Context: an optimization exercise on an open-source flow, tuned for small area. The choices shown serve that exercise and are no tape-out recipe.
In this exercise RTL edits were held to simulation tests only and were not proved equivalent to the original.
The clock port is modelled as an ideal driver, which makes a skipped or thinned clock tree look cheaper than it is; a real chip needs a root buffer or a tree.
Power is estimated from default activity; no workload was simulated.

**constraint.sdc**
```tcl
create_clock -name core_clock -period 10.0 [get_ports {clk}]
set_input_delay 2.0000 -clock core_clock [delete_from_list [all_inputs] [get_ports {clk}]]
set_output_delay 2.0000 -clock core_clock [all_outputs]
set_load 0.01 [all_outputs]
```
**flow/noroot.tcl**
```tcl
read_db $::env(CTS_DB)
set block [ord::get_db_block]
set clk [$block findNet $::env(CLK_PORT)]
set loads {}
foreach it [$clk getITerms] { lappend loads $it }
set done 0
if {[llength $loads] == 1} {
  set root [[lindex $loads 0] getInst]
  set master [[$root getMaster] getName]
  set out ""
  foreach it [$root getITerms] {
    if {[$it isOutputSignal]} { set out [$it getNet] }
  }
  if {[string match "sky130_fd_sc_hd__clkbuf_*" $master] && $out ne "" && $out ne "NULL"} {
    set sinks {}
    foreach it [$out getITerms] { if {[$it getInst] ne $root} { lappend sinks $it } }
    set allbuf 1
    foreach it $sinks { if {![string match "sky130_fd_sc_hd__clkbuf_*" [[[$it getInst] getMaster] getName]]} { set allbuf 0 } }
    if {[llength $sinks] <= 4 && $allbuf && [llength [$out getBTerms]] == 0} {
      foreach it $sinks { $it disconnect; $it connect $clk }
      odb::dbInst_destroy $root
      odb::dbNet_destroy $out
      set done 1
    }
  }
}
puts "noroot: removed root buffer: $done"
write_db $::env(CTS_DB)
```
**flow/area_nf.abc**
```
strash
&get -n
&deepsyn -T @T@ -S @S@
&dch -f
&nf -R 1000 -p -C 32
&put
topo
```
**config.mk**
```make
export PLATFORM = sky130hd
export DESIGN_NAME = lcd_top
export DESIGN_NICKNAME = lcd_top
export VERILOG_FILES = /design/flow/design.v
export SDC_FILE = /design/flow/constraint.sdc
export NUM_CORES = 4
export LEC_CHECK = 0
export CAP_MARGIN = 20
export CORE_AREA = 2.3 2.72 57.96 59.84
export DIE_AREA = 0 0 60.26 62.56
export PLACE_DENSITY = 0.75
export SLEW_MARGIN = 20
```
**flow/run.sh**
```bash
#!/bin/bash
# Own layout flow: the standard synthesis, then the combinational logic of
# that netlist re-mapped by ABC for area (registers kept as they are, same
# names and cells), then the standard layout from floorplan to finish.
set -euo pipefail
W=$PWD
F=$W/flow
R=$W/orfs/results/$FLOW_PLATFORM/lcd_top/base
DS_T=${DS_T:-240}
LIB=$FLOW_HOME/platforms/$FLOW_PLATFORM/lib/sky130_fd_sc_hd__tt_025C_1v80.lib

# 1. standard synthesis
bash standard.sh synth > $W/log_synth_std.txt 2>&1
cp $R/1_2_yosys.v $W/netlist_std.v

# 2. area re-mapping of the combinational logic
DU=$(sed -n '/DONT_USE_CELLS += /,/^$/p' $FLOW_HOME/platforms/$FLOW_PLATFORM/config.mk \
     | grep -o 'sky130_fd_sc_hd__[a-z0-9_]*' | sed 's/^/-dont_use /' | tr '\n' ' ')
FFS=$(grep -o 'sky130_fd_sc_hd__[a-z0-9_]*' $W/netlist_std.v | sort -u | grep -E '__(e?dfxtp|dfrtp|dfstp|dfbbp|edfxbp|dfxbp|sdf)' | tr '\n' ' ' || true)
# several ABC runs (seeds and mappers) in parallel; the smallest netlist is kept
run_reopt() {  # $1 = tag, $2 = abc script
  sed -e "s|@LIB@|$LIB|g" -e "s|@DU@|$DU|g" -e "s|@FFS@|$FFS|g" -e "s|@IN@|$W/netlist_std.v|g" \
      -e "s|@OUT@|$W/netlist_reopt_$1.v|g" -e "s|@ABC@|$2|g" -e "s|@STAT@|$W/reopt_stat_$1.txt|g" \
      $F/reopt.ys > $W/reopt_$1.ys
  yosys -s $W/reopt_$1.ys > $W/log_reopt_$1.txt 2>&1 || true
}
# seeds of ABC's deepsyn; each run is deterministic for its seed and time
SEEDS="2 3 4 5"
for v in $SEEDS; do
  sed 's/@S@/'$v'/; s/@T@/'$DS_T'/' $F/area_nf.abc > $W/area_$v.abc
  run_reopt $v $W/area_$v.abc &
done
wait
best=""; bestA=1e18
for v in $SEEDS; do
  [[ -s $W/reopt_stat_$v.txt && -s $W/netlist_reopt_$v.v ]] || continue
  A=$(grep 'Chip area' $W/reopt_stat_$v.txt | awk '{print $NF}')
  if awk -v a=$A -v b=$bestA 'BEGIN{exit !(a<b)}'; then best=$v; bestA=$A; fi
done
echo "best reopt: $best $bestA" > $W/reopt_choice.txt
if [[ -n "$best" ]]; then cp $W/netlist_reopt_$best.v $W/netlist_reopt.v; else cp $W/netlist_std.v $W/netlist_reopt.v; fi
cp $W/netlist_reopt.v $R/1_2_yosys.v
rm -f $R/1_synth.odb $R/1_synth.sdc

# 3. standard layout from the re-mapped netlist
CTS="-sink_clustering_enable -repair_clock_nets -sink_clustering_size 8 -buf_list sky130_fd_sc_hd__clkbuf_4 -dont_use_dummy_load"
ARGS=("BUFFER_PORTS_ARGS=-buffer_cell sky130_fd_sc_hd__buf_1" "CTS_ARGS=$CTS")
bash standard.sh "${ARGS[@]}" cts > $W/log_layout_to_cts.txt 2>&1
CTS_DB=$R/4_cts.odb CLK_PORT=clk openroad -no_init -exit $F/noroot.tcl > $W/log_noroot.txt 2>&1 || true
bash standard.sh "${ARGS[@]}" finish > $W/log_layout.txt 2>&1
```
**flow/reopt.ys**
```
read_liberty -ignore_miss_func @LIB@
blackbox @FFS@
read_verilog @IN@
hierarchy -top lcd_top
flatten
delete t:$scopeinfo
opt -purge
abc -liberty @LIB@ @DU@ -script @ABC@
opt_clean -purge
setundef -zero
hilomap -singleton -hicell sky130_fd_sc_hd__conb_1 HI -locell sky130_fd_sc_hd__conb_1 LO
insbuf -buf sky130_fd_sc_hd__buf_4 A X
opt_clean -purge
read_liberty -lib @LIB@
tee -o @STAT@ stat -liberty @LIB@
write_verilog -noattr @OUT@
```
**standard.sh**
```bash
#!/bin/bash
# synth_recipe.tcl (not shown) runs the flow's synth.tcl, then flattens the netlist and writes it again
# the make line also repeats each setting of config.mk as NAME=value (left out here)
make -C /OpenROAD-flow-scripts/flow DESIGN_CONFIG=/design/flow/config.mk WORK_HOME=/design/flow/orfs CLKGATE_MAP_FILE= SYNTH_SCRIPT=/design/flow/synth_recipe.tcl "${@:-finish}"
```
**design.v**
```verilog
module lcd_top (clk, rs, rw, en, dat, led, rst);
 input clk;
 output [7:0] dat;
 output rs, rw, en;
 output led;
 input rst;
 localparam [6:0] OFF = 7'd120;    
 localparam [6:0] IDLE = OFF - 7'd1;  
 localparam [6:0] LAST = OFF + 7'd71;
 reg [3:0] s;       
 reg [6:0] p;       
 reg [2:0] c;       
 reg [19:0] B;      
 reg [3:0] D;       
 wire tick = (s == 4'd7);
 wire [3:0] d0 = B[3:0], d1 = B[7:4], d2 = B[11:8], d3 = B[15:12], d4 = B[19:16];
 function [3:0] inc10; input [3:0] x;
  inc10 = {(x[2] & x[1] & x[0]) | (x[3] & ~x[0]), x[2] ^ (x[1] & x[0]), (x[1] ^ x[0]) & ~x[3], ~x[0]};
 endfunction
 wire n0 = d0[3] & d0[0];    
 wire z1 = (d1 == 4'd0), z2 = (d2 == 4'd0), z3 = (d3 == 4'd0);
 wire t3 = (c == 3'd3);
 wire t5 = (c == 3'd5);
 wire t6 = (c == 3'd6);
 wire t7 = (c == 3'd7);
 reg [3:0] dnext;
 always @* begin
  case (p)
   OFF+7'd3: dnext = d4;
   OFF+7'd4: dnext = d3;
   OFF+7'd5: dnext = d2;
   OFF+7'd7: dnext = d1;
   default: dnext = d0;
  endcase
 end
 always @(posedge clk) begin
  if (!rst) begin
   s <= 0; p <= IDLE; c <= 0; B <= 20'h99998;
  end else begin
   s <= s + 4'd1;
   if (tick) p <= (p == LAST) ? OFF : p + 7'd1;
   c <= (c == 3'd7) ? 3'd1 : c + 3'd1;
   if (t3) B[3:0] <= inc10(d0);
   if (t3 & d0[3] & ~d0[0]) B[7:4] <= inc10(d1);
   if (t5 & n0 & z1) B[11:8] <= inc10(d2);
   if (t6 & n0 & z1 & z2) B[15:12] <= inc10(d3);
   if (t7 & n0 & z1 & z2 & z3) B[19:16] <= inc10(d4);
  end
 end
 always @(posedge clk)
  if (tick) D <= dnext;
 localparam [575:0] FTAB = 576'h015FADD75B3482E7699059EDF6CB4DCACB56BF2624153A6C82553098CAA4159A9516AD4590481112090592CB74B7596DB65B958EDD49904824090A450EA941ABD429F54A9C826130;
 wire [8:0] f = FTAB[p[5:0]*9 +: 9];
 reg [8:0] g;
 always @* begin
  case (p[3:0])
   4'd8: g = 9'h030; 4'd9: g = 9'h00C; 4'd10: g = 9'h006; 4'd11: g = 9'h030;
   4'd12, 4'd13, 4'd14: g = {5'b1_0011, D};
   4'd15: g = 9'h12E;
   default: g = 9'h000;
  endcase
 end
 wire dig01 = ~p[6] & (p[5:1] == 5'd0);
 wire [8:0] o = p[6] ? g : {f[8:4], dig01 ? D : f[3:0]};
 assign rs = o[8];
 assign dat = o[7:0];
 assign en = s[3];
 assign rw = 1'b0;
 assign led = !rst;
endmodule
```
==> results of run 1 <==
[per-stage QoR]
stage	hold WS, ns	utilization (%)	std cells	area (µm²)	power (mW)
finish	0.466	66.9	323	2130	0.228
floorplan	0.419	-	261	1990	0.173
detailed placement	0.446	65.8	319	2090	0.178
CTS	0.469	67.0	324	2130	0.243
global placement	0.437	65.8	319	2090	0.177
global route	0.514	66.9	323	2130	0.237
[worst max-delay path: stages (launching register included)]
cell	delay, ns
dfxtp_1	0.74
clkinv_1	0.36
nand2_1	0.21
nand4_1	0.14
nor3_1	0.29
nor3_1	0.10
a211oi_1	0.25
nor3b_1	0.32
o221ai_1	0.26
clkinv_1	0.11
nor3_1	0.08
a2111oi_0	0.46
a32oi_1	0.17
buf_1	0.15
[cell usage in the layout, fill, tap and decap left out, drive strengths merged]
cell type	instances
nor4	2
o221ai	3
nand4b	1
o21ai	17
edfxtp	4
clkbuf	4
xor2	3
a21oi	18
a21o	2
nor2	42
a211oi	4
o211ai	3
nor4b	2
a32oi	1
o21a	3
or3	1
conb	1
clkinv	9
buf	13
o22ai	2
o22a	1
a222oi	3
and3	9
nor3b	5
nor2b	1
dfxtp	34
nand4	3
o32ai	1
nand2b	4
xnor2	6
nand3	4
nand2	42
nor3	13
and2	3
a2111oi	5
a31oi	6
or4	2
[worst paths after layout]
| check | startpoint | to | slack (ns) | cells past startpoint |
|---|---|---|---|---|
| worst max-delay path | p[0] | dat[1] | 4.20 | 13 |
| worst min-delay path | s[0] | s[0] | 0.47 | 1 |
| worst max register to register | p[0] | D[2] | 7.43 | 5 |
| worst min register to register | s[0] | s[0] | 0.47 | 1 |
[layout make-up]
class | count | area (µm²) | share of cell area [%]
multi-input cells | 213 | 1150 | 54.2
flip-flops and latches | 38 | 801 | 37.6
well taps | 46 | 57.6 | 2.70
repair buffers | 13 | 52.6 | 2.47
inverters | 9 | 33.8 | 1.59
clock buffers | 4 | 30.0 | 1.41
[routing by layer]
metal	vias up	share of wire [%]	track usage (%)
li1	998	-	-
met1	915	44	39.4
met5	-	0	0
met2	105	46	40.9
met3	16	8.0	3.52
met4	0	2.6	8.89
[report_power, final]
group	switching [mW]	internal (mW)
logic	0.00821	0.00493
registers	0.00389	0.157
clock network	0.0351	0.0192
total	0.0472	0.181
==> impl_results.md, run 1 <==
- Endpoints failing hold: 0
- RSZ-0062 raised after global routing: false
- Relative slew slack: 52.6%
- Post-Syn Area: 0.00199 mm²
- Max FO, Critical Path: 18
- Fmax: 0.172 GHz
- CP endpoint kind: primary output
- Vias in the first global route: 1,763
- Overflow after GRT: 0
- Finish-stage setup viols: 0
- GRT Total Usage: 27.0%
- Vias: 2,034
- Fill count: 295
- CTS Sinks: 38
- Initial antenna violation count: 0
- Slew Viols, Final: 0
- Post-Route WL: 4750 µm
- Core Region: 0.00318 mm²
- Detail Route Antenna Nets: 0
- Setup TNS: 0 ns
- Setup Buffers After CTS: 0
- Cells after synthesis: 261
- Count of input and output buffers: 12
- HPWL after DPL: 3440 µm
- Mean post-synth cell area: 7.62 µm²
- CP arrival: 3.80 ns
- # Max-Cap Violations: 0
- Clock Latency Late Sink: 0.16 ns
- Largest net degree at the start of global routing: 25
- PwrDens: 107 mW/mm²
- Min cycle time layout: 5.80 ns
- Routed WL per cell: 14.7 µm
- Ports: 14
- Lkg Pwr: 0.742 nW
- Worst VDD drop: 102 µV
- Critical path launch point type: flop
- DRT iter0 DRCs: 296
- Vias per cell: 6.30
- Synthesis Warnings: 1
- GPL Wtd Cong: 1.04
- Run status: timing/DRC/antenna clean
- Post-Syn Nets: 263
- Wire length of the first global-routing pass: 8020 µm
- Crit path kind: reg -> out
- Reg clk slew, reported paths: 0.10 ns
- Total of cells resized after clock tree synthesis: 0
- DIE HEIGHT: 62.6 µm
- DR DRC count: 0
- Row cnt: 21
- Diodes inserted: 0
- Hold Path Class: reg -> reg
- Fin crit share: 58.0%
- Area delta synth->final: 6.98%
- Share of layout cells above drive strength 1: 2.17%
- Skew final: 0.0149 ns
- Final net count: 281
- Fin worst setup slack: 4.20 ns
- Req. time, crit path: 8.00 ns
- Pre-CTS setup slack: 4.54 ns
- Die area: 0.00377 mm²
- Die span in x: 60.3 µm
- TritonRoute pass-1 iters: 6
- Worst Tran Pin Value: 0.710 ns
- CTS hold repair buffers: 0
- Initial core utilization: 62.6%
==> inputs of run 2 (changes only) <==
--- a/design.v
+++ b/design.v
@@ -12,7 +12,7 @@
  reg [2:0] c;       
  reg [19:0] B;      
  reg [3:0] D;       
- wire tick = (s == 4'd7);
+ wire tick = (s == 4'd15);
  wire [3:0] d0 = B[3:0], d1 = B[7:4], d2 = B[11:8], d3 = B[15:12], d4 = B[19:16];
  function [3:0] inc10; input [3:0] x;
   inc10 = {(x[2] & x[1] & x[0]) | (x[3] & ~x[0]), x[2] ^ (x[1] & x[0]), (x[1] ^ x[0]) & ~x[3], ~x[0]};
@@ -35,10 +35,9 @@
  end
  always @(posedge clk) begin
   if (!rst) begin
-   s <= 0; p <= IDLE; c <= 0; B <= 20'h99998;
+   s <= 4'd8; p <= IDLE; c <= 0; B <= 20'h99998;
   end else begin
-   s <= s + 4'd1;
-   if (tick) p <= (p == LAST) ? OFF : p + 7'd1;
+   {p, s} <= {p, s} + 11'd1 | {1'b0, {3{tick & (p == LAST)}}, 7'b0};
    c <= (c == 3'd7) ? 3'd1 : c + 3'd1;
    if (t3) B[3:0] <= inc10(d0);
    if (t3 & d0[3] & ~d0[0]) B[7:4] <= inc10(d1);
@@ -64,7 +63,7 @@
  wire [8:0] o = p[6] ? g : {f[8:4], dig01 ? D : f[3:0]};
  assign rs = o[8];
  assign dat = o[7:0];
- assign en = s[3];
+ assign en = ~s[3];
  assign rw = 1'b0;
  assign led = !rst;
 endmodule
--- a/flow/run.sh
+++ b/flow/run.sh
@@ -25,7 +25,7 @@
   yosys -s $W/reopt_$1.ys > $W/log_reopt_$1.txt 2>&1 || true
 }
 # seeds of ABC's deepsyn; each run is deterministic for its seed and time
-SEEDS="2 3 4 5"
+SEEDS="2 1 4 5"
 for v in $SEEDS; do
   sed 's/@S@/'$v'/; s/@T@/'$DS_T'/' $F/area_nf.abc > $W/area_$v.abc
   run_reopt $v $W/area_$v.abc &
==> run 2 against run 1 <==
Clock-buffer cell count unchanged. Still clean. Critical path depth up 3. Core utilization fell by 0.59 points. First-iteration DRC count shrank 57%. Die area did not move. Cell area decreased by 0.88%. Clock skew about the same. Register-to-register slack better by 0.15 ns. Non-clock buffer count is 1 lower. Clock power rose by 2%. Sequential power hardly changed. Sequential share of layout area is 0.33 points higher.
==> impl_results.md, run 2 <==
- Largest net degree at the start of global routing: 23 (-8.0%)
- Final core occ: 66.4% (-0.59 points)
- Pre-CTS setup slack: 4.62 ns (+0.0865 ns)
- Detail Route Antenna Nets: 0 (unchanged)
- HPWL after DPL: 3430 µm (-0.30%)
- Fmax: 0.180 GHz (+4.1%)
- Post-Syn Nets: 262 (-0.38%)
- Lkg Pwr: 0.736 nW (-0.73%)
- Mean post-synth cell area: 7.63 µm² (+0.13%)
- R2R Setup Slk: 7.58 ns (+0.15 ns)
- Vias per cell: 6.06 (-3.8%)
- Synthesis Warnings: 1 (unchanged)
- GRT Total Usage: 27.3% (+0.29 points)
- Die area: 0.00377 mm² (unchanged)
- RSZ-0062 raised after global routing: false
- Die span in x: 60.3 µm (unchanged)
- DR DRC count: 0 (unchanged)
- Relative slew slack: 44.5% (-8.1 points)
- # Max-Cap Violations: 0 (unchanged)
- Initial antenna violation count: 0 (unchanged)
- DIE HEIGHT: 62.6 µm (unchanged)
- Routed WL per cell: 14.6 µm (-0.88%)
- Crit path kind: reg -> out
- Commonest non-fill, non-tap cells in the layout: 41 x nand2_1, 34 x dfxtp_1, 33 x nor2_1
- Fin crit share: 55.7% (-2.3 points)
- Inst Count DP: 317 (-0.63%)
- PwrDens: 109 mW/mm² (+1.3%)
- Share of layout cells above drive strength 1: 1.45% (-0.71 points)
- Min cycle time layout: 5.57 ns (-0.230 ns)
- DRT iter0 DRCs: 128 (-57%)
- Endpoints failing hold: 0 (unchanged)
- CP arrival: 3.57 ns (-0.23 ns)
- CTS hold repair buffers: 0 (unchanged)
- Cells after synthesis: 260 (-0.38%)
- Critical path launch point type: flop
- Max FO, Critical Path: 19 (+1)
- Critical path origin: p[0]
- Post-Route WL: 4680 µm (-1.5%)
- Worst flop-to-flop path endpoint: p[5]
- Hold Path Class: reg -> reg
- Vias in the first global route: 1,789 (+1.5%)
- Total of cells resized after clock tree synthesis: 0 (unchanged)
- Initial core utilization: 62.4% (-0.16 points)
- Diodes inserted: 0 (unchanged)
- Final Total Pwr: 0.229 mW (+0.39%)
- Final Instance Count excl. Fillers: 321 (-0.62%)
- Ports: 14 (unchanged)
- GPL Wtd Cong: 1.01 (-3.0%)
- Final net count: 279 (-0.71%)
- Vias: 1,945 (-4.4%)
- Clk network pwr share: 24.2% (+0.4 points)
- Switching pwr: 0.0483 mW (+2.3%)
- CP endpoint kind: primary output
- Crit path to: dat[0]
- Leading cell type in the layout, fill and taps excluded: nand2_1
- CTS Sinks: 38 (unchanged)
- Area delta synth->final: 6.31%
- Sw Share: 21.1% (+0.40 points)
- Reg-to-Reg Start: p[0]
- Finish-stage setup viols: 0 (unchanged)
- Run status: timing/DRC/antenna clean
- Clock Latency Late Sink: 0.16 ns (about the same)
- Overflow after GRT: 0 (unchanged)
- Setup TNS: 0 ns (unchanged)
- Count of input and output buffers: 12 (unchanged)
- Setup Buffers After CTS: 0 (unchanged)
- Fin worst setup slack: 4.43 ns (+0.230 ns)
- Row cnt: 21 (unchanged)
- Fill count: 281 (-4.7%)
- Worst VDD drop: 94.2 µV (-7.8%)
- Slew Viols, Final: 0 (unchanged)
- Req. time, crit path: 8.00 ns (about the same)
- Reg clk slew, reported paths: 0.11 ns (about the same)
- Core Region: 0.00318 mm² (unchanged)
- TritonRoute pass-1 iters: 4 (-2)
- Pint: 0.181 mW (-0.12%)
- Comb pwr share: 5.6% (-0.2 points)
- Sequential share of power: 70.2% (-0.3 points)
- Worst Tran Pin Value: 0.832 ns (+0.122 ns)
- Post-Syn Area: 0.00198 mm² (-0.25%)
- Skew final: 0.0153 ns (+0.000337 ns)
- Wire length of the first global-routing pass: 7970 µm (-0.69%)
- Worst Reg2Reg Path Length in Cells: 7 (+2)
-- run 2: changes by cell type in the layout (fill, tap and decap cells not counted), moves of 4 or more --
cell     previous run  this run
a21oi_1            18        26
nand3_1             4         8
nor2_1             42        33
nor3b_1             5         0
o21ai_0            17        23
-- run 2: power groups by stage --
stage	combinational [mW]	clock [mW]	sequential (mW)
3_3_place_gp	0.0125	0	0.164
4_1_cts	0.0128	0.0687	0.161
2_1_floorplan	0.00952	0	0.164
5_1_grt	0.0147	0.0623	0.162
6_report	0.0128	0.0555	0.161
3_5_place_dp	0.0127	0	0.165
-- run 2: layout make-up --
| type | instances | area [µm²] | share of cell area [%] |
|---|---|---|---|
| Tap cell | 46 | 57.6 | 2.73 |
| Inverter | 7 | 26.3 | 1.25 |
| Multi-Input combinational cell | 214 | 1150 | 54.5 |
| Timing Repair Buffer | 12 | 45.0 | 2.14 |
| Sequential cell | 38 | 801 | 38.0 |
| Clock buffer | 4 | 30.0 | 1.42 |
-- run 2: how the worst min path moves through the flow --
stage	start	endpoint	cells past startpoint
floorplan	flop	flop	1
global placement	s[0]	s[0]	1
detailed placement	s[0]	s[0]	1
CTS	flop	flop	2
global route	flop	flop	2
finish	flop	flop	2
-- run 2: through the flow --
step	hold slack (ns)	instance area, µm²
final	0.495	2110
after global routing	0.530	2110
after CTS	0.492	2120
after detailed placement	0.473	2080
after global placement	0.465	2080
after floorplan	0.445	1980
-- run 2: critical path, cell delays in order (launching register included) --
cell and delay [ns]:
dfxtp_1 0.74, and2_0 0.50, nand3_1 0.13, a21oi_1 0.17, a21oi_1 0.07, o311ai_0 0.15, o21bai_1 0.26, a21oi_1 0.12
a21oi_1 0.19, nor3_1 0.11, nand2_1 0.11, nand2_1 0.05, a211o_1 0.33, nor2_1 0.10, nor2_1 0.05, nor3_1 0.16
buf_1 0.17
-- run 2: layer usage --
metal | routed length, µm | up-vias | global-route usage, %
met5 | 0 | - | 0
li1 | - | 981 | -
met2 | 2330 | 56 | 45.8
met4 | 79 | 0 | 8.61
met1 | 2070 | 897 | 35.4
met3 | 200 | 11 | 4.14
==> inputs of run 3 (changes only) <==
--- a/flow/run.sh
+++ b/flow/run.sh
@@ -25,7 +25,7 @@
   yosys -s $W/reopt_$1.ys > $W/log_reopt_$1.txt 2>&1 || true
 }
 # seeds of ABC's deepsyn; each run is deterministic for its seed and time
-SEEDS="2 1 4 5"
+SEEDS="9 2 1 3"
 for v in $SEEDS; do
   sed 's/@S@/'$v'/; s/@T@/'$DS_T'/' $F/area_nf.abc > $W/area_$v.abc
   run_reopt $v $W/area_$v.abc &
==> run 3 against run 2 <==
Still clean. Synthesized cell count down 1.9%. Sequential cell count stayed put. Fmax grew 3.9%.
==> impl_results.md, run 3 <==
- Run status: timing/DRC/antenna clean
- Area delta synth->final: 6.35% (about the same)
- Max stage delay on crit path: 0.61 ns (-0.13 ns)
- Skew final: 0.0212 ns (+0.00594 ns)
- Endpoints failing hold: 0 (unchanged)
- GPL Wtd Cong: 0.935 (-7.2%)
- PwrDens: 110 mW/mm² (+1.1%)
- GRT Total Usage: 28.2% (+0.86 points)
- Bufs and invs on worst path: 3 (+2)
- Overflow after GRT: 0 (unchanged)
- Initial core utilization: 61.9% (-0.47 points)
- Synthesis Warnings: 1 (unchanged)
- Relative slew slack: 37.7% (-6.9 points)
- Min cycle time layout: 5.36 ns (-0.210 ns)
- CTS hold repair buffers: 0 (unchanged)
- Final Instance Count excl. Fillers: 316 (-1.6%)
- Crit-path slowest cell: buf_1
- Vias: 1,970 (+1.3%)
- Die span in x: 60.3 µm (unchanged)
- Share of layout cells above drive strength 1: 1.48% (+0.027 points)
- TritonRoute pass-1 iters: 6 (+2)
- Placed Area: 0.00206 mm² (-0.72%)
- CTS Sinks: 38 (unchanged)
- Req. time, crit path: 8.00 ns (about the same)
- Routed wl met3: 330 µm (+65%)
- CP endpoint kind: primary output
- Initial antenna violation count: 0 (unchanged)
- Critical path launch point type: input port
- Worst Tran Pin Value: 0.929 ns (+0.0974 ns)
- Worst VDD drop: 129 µV (+37%)
- Total of cells resized after clock tree synthesis: 0 (unchanged)
- DRT iter0 DRCs: 235 (+84%)
- Metal-1 WL: 2180 µm (+5.4%)
- HPWL after DPL: 3490 µm (+1.7%)
- Leading cell type in the layout, fill and taps excluded: nand2_1
- Diodes inserted: 0 (unchanged)
- Fin crit share: 53.6% (-2.1 points)
- DR DRC count: 0 (unchanged)
- Routed WL per cell: 15.2 µm (+4.0%)
- Met2 routed WL: 2200 µm (-5.7%)
- Reg clk slew, reported paths: 0.11 ns (about the same)
- Detail Route Antenna Nets: 0 (unchanged)
- Post-Syn Area: 0.00197 mm² (-0.76%)
- Wire length of the first global-routing pass: 8280 µm (+3.9%)
- Top Layer Used: met4
- Largest net degree at the start of global routing: 22 (-4.3%)
- Inst Count DP: 312 (-1.6%)
- Fin worst setup slack: 4.64 ns (+0.210 ns)
- Crit-path cells: buf_1 -> clkinv_1 -> buf_1
- CP top delay family: buffers and inverters
- Vias in the first global route: 1,767 (-1.2%)
- Final Total Pwr: 0.230 mW (+0.40%)
- Setup Buffers After CTS: 0 (unchanged)
- Ports: 14 (unchanged)
- Row cnt: 21 (unchanged)
- Vias per cell: 6.23 (+2.9%)
- Count of input and output buffers: 12 (unchanged)
- Post-Route WL: 4790 µm (+2.3%)
- Slew Viols, Final: 0 (unchanged)
- Mean post-synth cell area: 7.72 µm² (+1.2%)
- Fill count: 300 (+6.8%)
- Final net count: 274 (-1.8%)
- Clock Latency Late Sink: 0.17 ns (about the same)
- CP arrival: 3.36 ns (-0.21 ns)
- Cells after synthesis: 255 (-1.9%)
- Hold Path Class: reg -> reg
- DIE HEIGHT: 62.6 µm (unchanged)
- Commonest non-fill, non-tap cells in the layout: 45 x nand2_1, 34 x dfxtp_1, 34 x nor2_1
- Crit path kind: in -> out
- Setup TNS: 0 ns (unchanged)
- Core Region: 0.00318 mm² (unchanged)
- Design area: 0.00209 mm² (-0.71%)
- Cell mode on critical path: buf_1
- Post-Syn Nets: 257 (-1.9%)
- Die area: 0.00377 mm² (unchanged)
- Fmax: 0.187 GHz (+3.9%)
- # Max-Cap Violations: 0 (unchanged)
- RSZ-0062 raised after global routing: false
- Max FO, Critical Path: 21 (+2)
- Lkg Pwr: 0.762 nW (+3.5%)
- Pre-CTS setup slack: 4.65 ns (+0.0238 ns)
- Finish-stage setup viols: 0 (unchanged)
run 3: area by class of cell:
type	count	area [µm²]	area share, %
well taps	46	57.6	2.75
multi-input cells	207	1130	53.8
flip-flops and latches	38	801	38.2
clock buffers	4	30.0	1.43
inverters	9	33.8	1.61
repair buffers	12	45.0	2.15
run 3: per-stage QoR:
stage / hold WS [ns] / util [%]
2_1_floorplan: 0.445 / -
3_3_place_gp: 0.478 / 64.9
3_5_place_dp: 0.485 / 64.9
4_1_cts: 0.509 / 66.1
5_1_grt: 0.512 / 65.9
6_report: 0.516 / 65.9
run 3: worst min-delay path, delay by kind of cell (launching register included):
family / cells / cell delay, ns
flops: 1 / 0.37
simple gates: 2 / 0.11
run 3: worst paths after layout:
check	from	endpoint	slack [ns]	depth (start not counted)
min	flop	flop	0.52	2
max	rst	led	4.64	3
min reg2reg	flop	flop	0.52	2
max reg2reg	p[0]	p[4]	7.59	5
run 3: routing by layer:
layer  vias to the layer above  track usage (%)
li1                        986                -
met5                         -                0
met2                        95             42.1
met4                         0             8.33
met1                       880             41.0
met3                         9             5.18
run 3: report_power, final:
part	switching (mW)	internal, mW	total [mW]
combinational	0.00864	0.00482	0.0135
sequential	0.00390	0.157	0.161
clock	0.0366	0.0192	0.0557
total	0.0491	0.181	0.230

-- port drivers added, routing unchanged --
How much do the figures lean on ideal ports? The routed layouts below were timed once more, with nothing changed but the port constraints.
Step 1 sets driving cells, clkbuf_16 on the clock port and buf_2 on the other inputs (assumed; they add their load-dependent delay and slew).
Step 2 moves the port delays by t, midway between the first and last clock arrival at a register: inputs arrive t later, outputs are due t later. That takes back most of the time a late clock gives input paths.
Three values: no drivers, after step 1, after step 2; two values: the first two.
run	shift t [ns]	setup slack, ns	worst setup path at the end	slew at the worst register clock pin (ns)
run 1	0.195	4.203 / 4.162 / 4.357	register to output	0.10 / 0.10
run 2	0.203	4.433 / 4.386 / 4.574	input to output	0.11 / 0.11
run 3	0.198	4.642 / 4.616 / 4.616	input to output	0.11 / 0.11
After both steps setup and hold are still met in every run listed. The setup slack of run 3, which loses most, moves by -0.026 ns with the drivers and by -0.026 ns with both steps.
